This is an optimization exercise on Yosys and OpenROAD, whose aim is small area, not a production implementation.
Function was checked by simulation only, so behaviour that the tests miss may differ from the original.
Power is estimated from default activity; no workload was simulated.

==> yarrow <==
==> flow/design.v (excerpt) <==
module mchanipa
  #(
    parameter NB_CORES                 = 4,   
    parameter NB_TRANSFERS             = 8,   
    parameter CORE_TRANS_QUEUE_DEPTH   = 2,   
    parameter GLOBAL_TRANS_QUEUE_DEPTH = 2,   
    parameter TCDM_ADD_WIDTH           = 16,  
    parameter EXT_ADD_WIDTH            = 32,  
    parameter NB_OUTSND_TRANS          = 8,   
    parameter MCHAN_BURST_LENGTH       = 64,  
    parameter AXI_ADDR_WIDTH           = 32,
    parameter AXI_DATA_WIDTH           = 64,
    parameter AXI_USER_WIDTH           = 6,
    parameter AXI_ID_WIDTH             = 4,
    parameter AXI_STRB_WIDTH           = AXI_DATA_WIDTH/8
    )
   (
    input  logic                      clk_i,
    input  logic                      rst_ni,
    input logic                       test_mode_i,
    input  logic [NB_CORES-1:0]       ctrl_targ_req_i,
    input  logic [NB_CORES-1:0]       ctrl_targ_type_i,
    input  logic [NB_CORES-1:0][3:0]  ctrl_targ_be_i,
    input  logic [NB_CORES-1:0][31:0] ctrl_targ_add_i,
    input  logic [NB_CORES-1:0][31:0] ctrl_targ_data_i,
    input  logic [NB_CORES-1:0][4:0]  ctrl_targ_id_i,
    output logic [NB_CORES-1:0]       ctrl_targ_gnt_o,    
    output logic [NB_CORES-1:0]       ctrl_targ_r_valid_o,
  ...
clock: 16.0 ns
lec_check: 0
cap_margin: 20
core_margin: 2
core_utilization: 60
slew_margin: 20
run.sh (not shown) runs the stock make flow with config.mk's settings and CLKGATE_MAP_FILE= SYNTH_SCRIPT=/design/flow/synth_recipe.tcl, a recipe that flattens the netlist after the stock synthesis.
==> garnet: changes against yarrow <==
--- a/flow/design.v
+++ b/flow/design.v
@@ -833,29 +833,32 @@
         else if (s_run)
           s_run <= ~s_complete;
         else
           s_run <= cmd_req_i;
      end
    assign s_end    = s_cmd_count[MCHAN_LEN_WIDTH-1:0] + s_ext_add;
    assign s_cmd_nb = s_end[MCHAN_LEN_WIDTH:BW] + 1'b1;
    assign s_inc    = s_run ? s_cmd_nb : '0;
+   logic [1:0] s_tcdm_dec, s_ext_dec;
+   assign s_tcdm_dec = ( tcdm_tx_synch_req_i && ( tcdm_tx_synch_sid_i == TRANS_SID ) )
+                     + ( tcdm_rx_synch_req_i && ( tcdm_rx_synch_sid_i == TRANS_SID ) );
+   assign s_ext_dec  = ( ext_tx_synch_req_i  && ( ext_tx_synch_sid_i  == TRANS_SID ) )
+                     + ( ext_rx_synch_req_i  && ( ext_rx_synch_sid_i  == TRANS_SID ) );
    always_ff @ (posedge clk_i, negedge rst_ni)
      begin
         if (rst_ni == 1'b0)
           begin
              s_tcdm_cmd_nb <= '0;
              s_ext_cmd_nb  <= '0;
           end
         else
           begin
-             s_tcdm_cmd_nb <= s_tcdm_cmd_nb + s_inc - ( tcdm_tx_synch_req_i && ( tcdm_tx_synch_sid_i == TRANS_SID ) )
-                                                    - ( tcdm_rx_synch_req_i && ( tcdm_rx_synch_sid_i == TRANS_SID ) );
-             s_ext_cmd_nb  <= s_ext_cmd_nb  + s_inc - ( ext_tx_synch_req_i  && ( ext_tx_synch_sid_i  == TRANS_SID ) )
-                                                    - ( ext_rx_synch_req_i  && ( ext_rx_synch_sid_i  == TRANS_SID ) );
+             s_tcdm_cmd_nb <= s_tcdm_cmd_nb + ( s_inc - s_tcdm_dec );
+             s_ext_cmd_nb  <= s_ext_cmd_nb  + ( s_inc - s_ext_dec );
           end
      end
    assign s_pending_transfer = ( s_ext_cmd_nb > s_tcdm_cmd_nb ) ? ( | s_ext_cmd_nb[9:0] ) : ( | s_tcdm_cmd_nb[9:0] );
    assign s_trans_status     = ( | s_ext_cmd_nb ) | ( | s_tcdm_cmd_nb );
    always_ff @ (posedge clk_i, negedge rst_ni)
      begin
         if (rst_ni == 1'b0)
           begin
@@ -1092,18 +1095,20 @@
              if (s_pop_rx)
                begin
                   s_busy[s_table_rx[s_pointer_out_rx]] <= 1'b0;
                   s_pointer_out_rx                     <= ~s_pointer_out_rx;
                end
           end
      end
    always @(posedge clk_i)
-     if (s_push)
-       s_buffer[s_pointer_in] <= dat_i;
+     begin
+        if (s_push & ~s_pointer_in) s_buffer[0] <= dat_i;
+        if (s_push &  s_pointer_in) s_buffer[1] <= dat_i;
+     end
    assign tx_dat_o = s_buffer[s_table_tx[s_pointer_out_tx]];
    assign rx_dat_o = s_buffer[s_table_rx[s_pointer_out_rx]];
    assign tx_req_o = ( s_tx_elements != 0 );
    assign rx_req_o = ( s_rx_elements != 0 );
    assign gnt_o = ~s_full;
 endmodule
 module trans_arbiter_wrap_ipa
   #(
@@ -4712,16 +4717,17 @@
    logic [1:0]             s_rx_data_push_req;
    logic [1:0]             s_rx_data_push_gnt;
    genvar          i;
    generate
       for (i=0; i<2; i++)
 	begin : tx_buffer
            mchan_fifo_ipa
              #(
+       .RESET_DATA(0),  
                .DATA_WIDTH(32),
                .DATA_DEPTH(TX_BUFFER_DEPTH)
                )
            tx_buffer_ipa_i
              (
               .clk_i(clk_i),
               .rst_ni(rst_ni),
               .push_dat_i(tx_data_push_dat_i[i]),
@@ -4847,16 +4853,17 @@
       .push_req_i(s_tx_data_ext_gnt),
       .push_gnt_o(s_tx_data_ext_req),
       .pop_dat_o({tx_data_pop_strb_o,tx_data_pop_dat_o}),
       .pop_req_i(tx_data_pop_req_i),
       .pop_gnt_o(tx_data_pop_gnt_o)
       );
    mchan_fifo_ipa
      #(
+       .RESET_DATA(0),  
        .DATA_WIDTH(64),
        .DATA_DEPTH(2)
        )
    trans_buffer_ext_rx_ipa_i
      (
       .clk_i(clk_i),
       .rst_ni(rst_ni),
       .push_dat_i(rx_data_push_dat_i),
==> flow/flow/run.sh (new file) <==
#!/bin/bash
# Layout flow: the standard ORFS flow (standard.sh, unchanged synthesis and
# steps) with two settings that ORFS reads from the environment:
#  - clock tree: larger sink clusters and no dummy loads (the clock slew limit
#    is still met);
#  - port buffers: the smallest buffer cell.
# Each tool's full output stays in orfs/logs; the make output goes to flow.log.
set -euo pipefail
export CTS_ARGS="-sink_clustering_enable -repair_clock_nets -sink_clustering_size 25 -sink_clustering_max_diameter 80 -dont_use_dummy_load"
export BUFFER_PORTS_ARGS="-buffer_cell sky130_fd_sc_hd__buf_1"
bash standard.sh > flow.log 2>&1
==> flow/standard.sh (new file) <==
#!/bin/bash
# synth_recipe.tcl (not shown) runs the flow's synth.tcl, then flattens the netlist and writes it again
# the make line also repeats each setting of config.mk as NAME=value (left out here)
make -C /OpenROAD-flow-scripts/flow DESIGN_CONFIG=/design/flow/config.mk WORK_HOME=/design/flow/orfs CLKGATE_MAP_FILE= SYNTH_SCRIPT=/design/flow/synth_recipe.tcl "${@:-finish}"
==> flow/config.mk (replaced) <==
export PLATFORM = sky130hd
export DESIGN_NAME = mchanipa
export DESIGN_NICKNAME = mchanipa
export VERILOG_FILES = /design/flow/design.v
export SDC_FILE = /design/flow/constraint.sdc
export NUM_CORES = 8
export LEC_CHECK = 0
export CAP_MARGIN = 20
export CORE_MARGIN = 2
export CORE_UTILIZATION = 65
export SLEW_MARGIN = 20
removed: flow/run.sh
==> tundra: changes against yarrow <==
--- a/flow/design.v
+++ b/flow/design.v
@@ -833,29 +833,32 @@
         else if (s_run)
           s_run <= ~s_complete;
         else
           s_run <= cmd_req_i;
      end
    assign s_end    = s_cmd_count[MCHAN_LEN_WIDTH-1:0] + s_ext_add;
    assign s_cmd_nb = s_end[MCHAN_LEN_WIDTH:BW] + 1'b1;
    assign s_inc    = s_run ? s_cmd_nb : '0;
+   logic [1:0] s_tcdm_dec, s_ext_dec;
+   assign s_tcdm_dec = ( tcdm_tx_synch_req_i && ( tcdm_tx_synch_sid_i == TRANS_SID ) )
+                     + ( tcdm_rx_synch_req_i && ( tcdm_rx_synch_sid_i == TRANS_SID ) );
+   assign s_ext_dec  = ( ext_tx_synch_req_i  && ( ext_tx_synch_sid_i  == TRANS_SID ) )
+                     + ( ext_rx_synch_req_i  && ( ext_rx_synch_sid_i  == TRANS_SID ) );
    always_ff @ (posedge clk_i, negedge rst_ni)
      begin
         if (rst_ni == 1'b0)
           begin
              s_tcdm_cmd_nb <= '0;
              s_ext_cmd_nb  <= '0;
           end
         else
           begin
-             s_tcdm_cmd_nb <= s_tcdm_cmd_nb + s_inc - ( tcdm_tx_synch_req_i && ( tcdm_tx_synch_sid_i == TRANS_SID ) )
-                                                    - ( tcdm_rx_synch_req_i && ( tcdm_rx_synch_sid_i == TRANS_SID ) );
-             s_ext_cmd_nb  <= s_ext_cmd_nb  + s_inc - ( ext_tx_synch_req_i  && ( ext_tx_synch_sid_i  == TRANS_SID ) )
-                                                    - ( ext_rx_synch_req_i  && ( ext_rx_synch_sid_i  == TRANS_SID ) );
+             s_tcdm_cmd_nb <= s_tcdm_cmd_nb + ( s_inc - s_tcdm_dec );
+             s_ext_cmd_nb  <= s_ext_cmd_nb  + ( s_inc - s_ext_dec );
           end
      end
    assign s_pending_transfer = ( s_ext_cmd_nb > s_tcdm_cmd_nb ) ? ( | s_ext_cmd_nb[9:0] ) : ( | s_tcdm_cmd_nb[9:0] );
    assign s_trans_status     = ( | s_ext_cmd_nb ) | ( | s_tcdm_cmd_nb );
    always_ff @ (posedge clk_i, negedge rst_ni)
      begin
         if (rst_ni == 1'b0)
           begin
@@ -1092,18 +1095,20 @@
              if (s_pop_rx)
                begin
                   s_busy[s_table_rx[s_pointer_out_rx]] <= 1'b0;
                   s_pointer_out_rx                     <= ~s_pointer_out_rx;
                end
           end
      end
    always @(posedge clk_i)
-     if (s_push)
-       s_buffer[s_pointer_in] <= dat_i;
+     begin
+        if (s_push & ~s_pointer_in) s_buffer[0] <= dat_i;
+        if (s_push &  s_pointer_in) s_buffer[1] <= dat_i;
+     end
    assign tx_dat_o = s_buffer[s_table_tx[s_pointer_out_tx]];
    assign rx_dat_o = s_buffer[s_table_rx[s_pointer_out_rx]];
    assign tx_req_o = ( s_tx_elements != 0 );
    assign rx_req_o = ( s_rx_elements != 0 );
    assign gnt_o = ~s_full;
 endmodule
 module trans_arbiter_wrap_ipa
   #(
@@ -4712,16 +4717,17 @@
    logic [1:0]             s_rx_data_push_req;
    logic [1:0]             s_rx_data_push_gnt;
    genvar          i;
    generate
       for (i=0; i<2; i++)
 	begin : tx_buffer
            mchan_fifo_ipa
              #(
+       .RESET_DATA(0),  
                .DATA_WIDTH(32),
                .DATA_DEPTH(TX_BUFFER_DEPTH)
                )
            tx_buffer_ipa_i
              (
               .clk_i(clk_i),
               .rst_ni(rst_ni),
               .push_dat_i(tx_data_push_dat_i[i]),
@@ -4847,16 +4853,17 @@
       .push_req_i(s_tx_data_ext_gnt),
       .push_gnt_o(s_tx_data_ext_req),
       .pop_dat_o({tx_data_pop_strb_o,tx_data_pop_dat_o}),
       .pop_req_i(tx_data_pop_req_i),
       .pop_gnt_o(tx_data_pop_gnt_o)
       );
    mchan_fifo_ipa
      #(
+       .RESET_DATA(0),  
        .DATA_WIDTH(64),
        .DATA_DEPTH(2)
        )
    trans_buffer_ext_rx_ipa_i
      (
       .clk_i(clk_i),
       .rst_ni(rst_ni),
       .push_dat_i(rx_data_push_dat_i),
==> flow/config.mk (replaced) <==
export PLATFORM = sky130hd
export DESIGN_NAME = mchanipa
export DESIGN_NICKNAME = mchanipa
export VERILOG_FILES = /design/flow/design.v
export SDC_FILE = /design/flow/constraint.sdc
export NUM_CORES = 8
export LEC_CHECK = 0
export CAP_MARGIN = 20
export CORE_MARGIN = 2
export CORE_UTILIZATION = 65
export CTS_CLUSTER_DIAMETER = 80
export CTS_CLUSTER_SIZE = 25
export SLEW_MARGIN = 20
==> notes.md <==
quantity	tundra	garnet	yarrow
Cell area after synthesis	0.2316 mm²	0.2316 mm²	0.2342 mm²
Worst-case setup margin in the final layout	4.275 ns	3.936 ns	4.286 ns
Final standard cell utilization of the core	0.7060	0.6896	0.6748
Total area of sequential cells	0.1314 mm²	0.1314 mm²	0.1301 mm²
Met1 routing resource usage after global routing	0.4740	0.4709	0.4205
Total stage count of the critical path	25	26	27
Leak pwr	97.56 nW	95.15 nW	105.4 nW
Placer's final routability congestion estimate	0.9637	0.9553	0.9364
Clock Skew	0.05256 ns	0.09634 ns	0.06462 ns
Largest stage delay on the critical path	0.95 ns	0.91 ns	0.85 ns
Synth Area in Compound Gates	0.1055	0.1055	0.1059
Area share of buffers outside the clock network	0.03846	0.02157	0.03665
GR met3 Demand/Resource	0.06204	0.05623	0.06491
Setup slack at placement	3.443 ns	3.322 ns	3.456 ns
Cell-internal power	0.03437 W	0.03330 W	0.03809 W
Die height	600.9 µm	600.9 µm	628.7 µm
Multi-input gates	12800	12800	13180
Overall power of the completed layout	0.06099 W	0.05963 W	0.06533 W
Part of the total power dissipated in sequential elements	0.359	0.368	0.331
Async set-or-reset flop fraction in the synthesized netlist	0.2911	0.2911	0.3467
Outcome	complete, but fails checks	finished clean	finished clean
Layout check failures	antenna violations	-	-
Routed wire length	648100 µm	641500 µm	632600 µm

-- port drivers added, routing unchanged --
In the flow no input, the clock included, has a driving cell. The finished layouts below were timed again as built, in two steps. Step 1, drivers: a clkbuf_16 drives clk_i and a buf_2 each remaining input, both assumed. Step 2 moves the port delays by t, midway between the first and last clock arrival at a register: inputs arrive t later, outputs are due t later. That takes back most of the time a late clock gives input paths. Three values: no drivers, after step 1, after step 2; two values: the first two.
| run | shift t [ns] | setup slack, ns | hold slack, ns | pins driven straight from the clock port |
|---|---|---|---|---|
| yarrow | 1.131 | 4.286 / 4.381 / 3.249 | 0.446 / 0.446 / 0.446 | 1 |
| garnet | 1.082 | 3.936 / 4.034 / 2.952 | 0.440 / 0.440 / 0.440 | 1 |
| tundra | 1.083 | 4.275 / 4.370 / 3.287 | 0.442 / 0.442 / 0.442 | 1 |
The setup slack of yarrow, which loses most, moves by +0.095 ns with the drivers and by -1.037 ns with both steps.
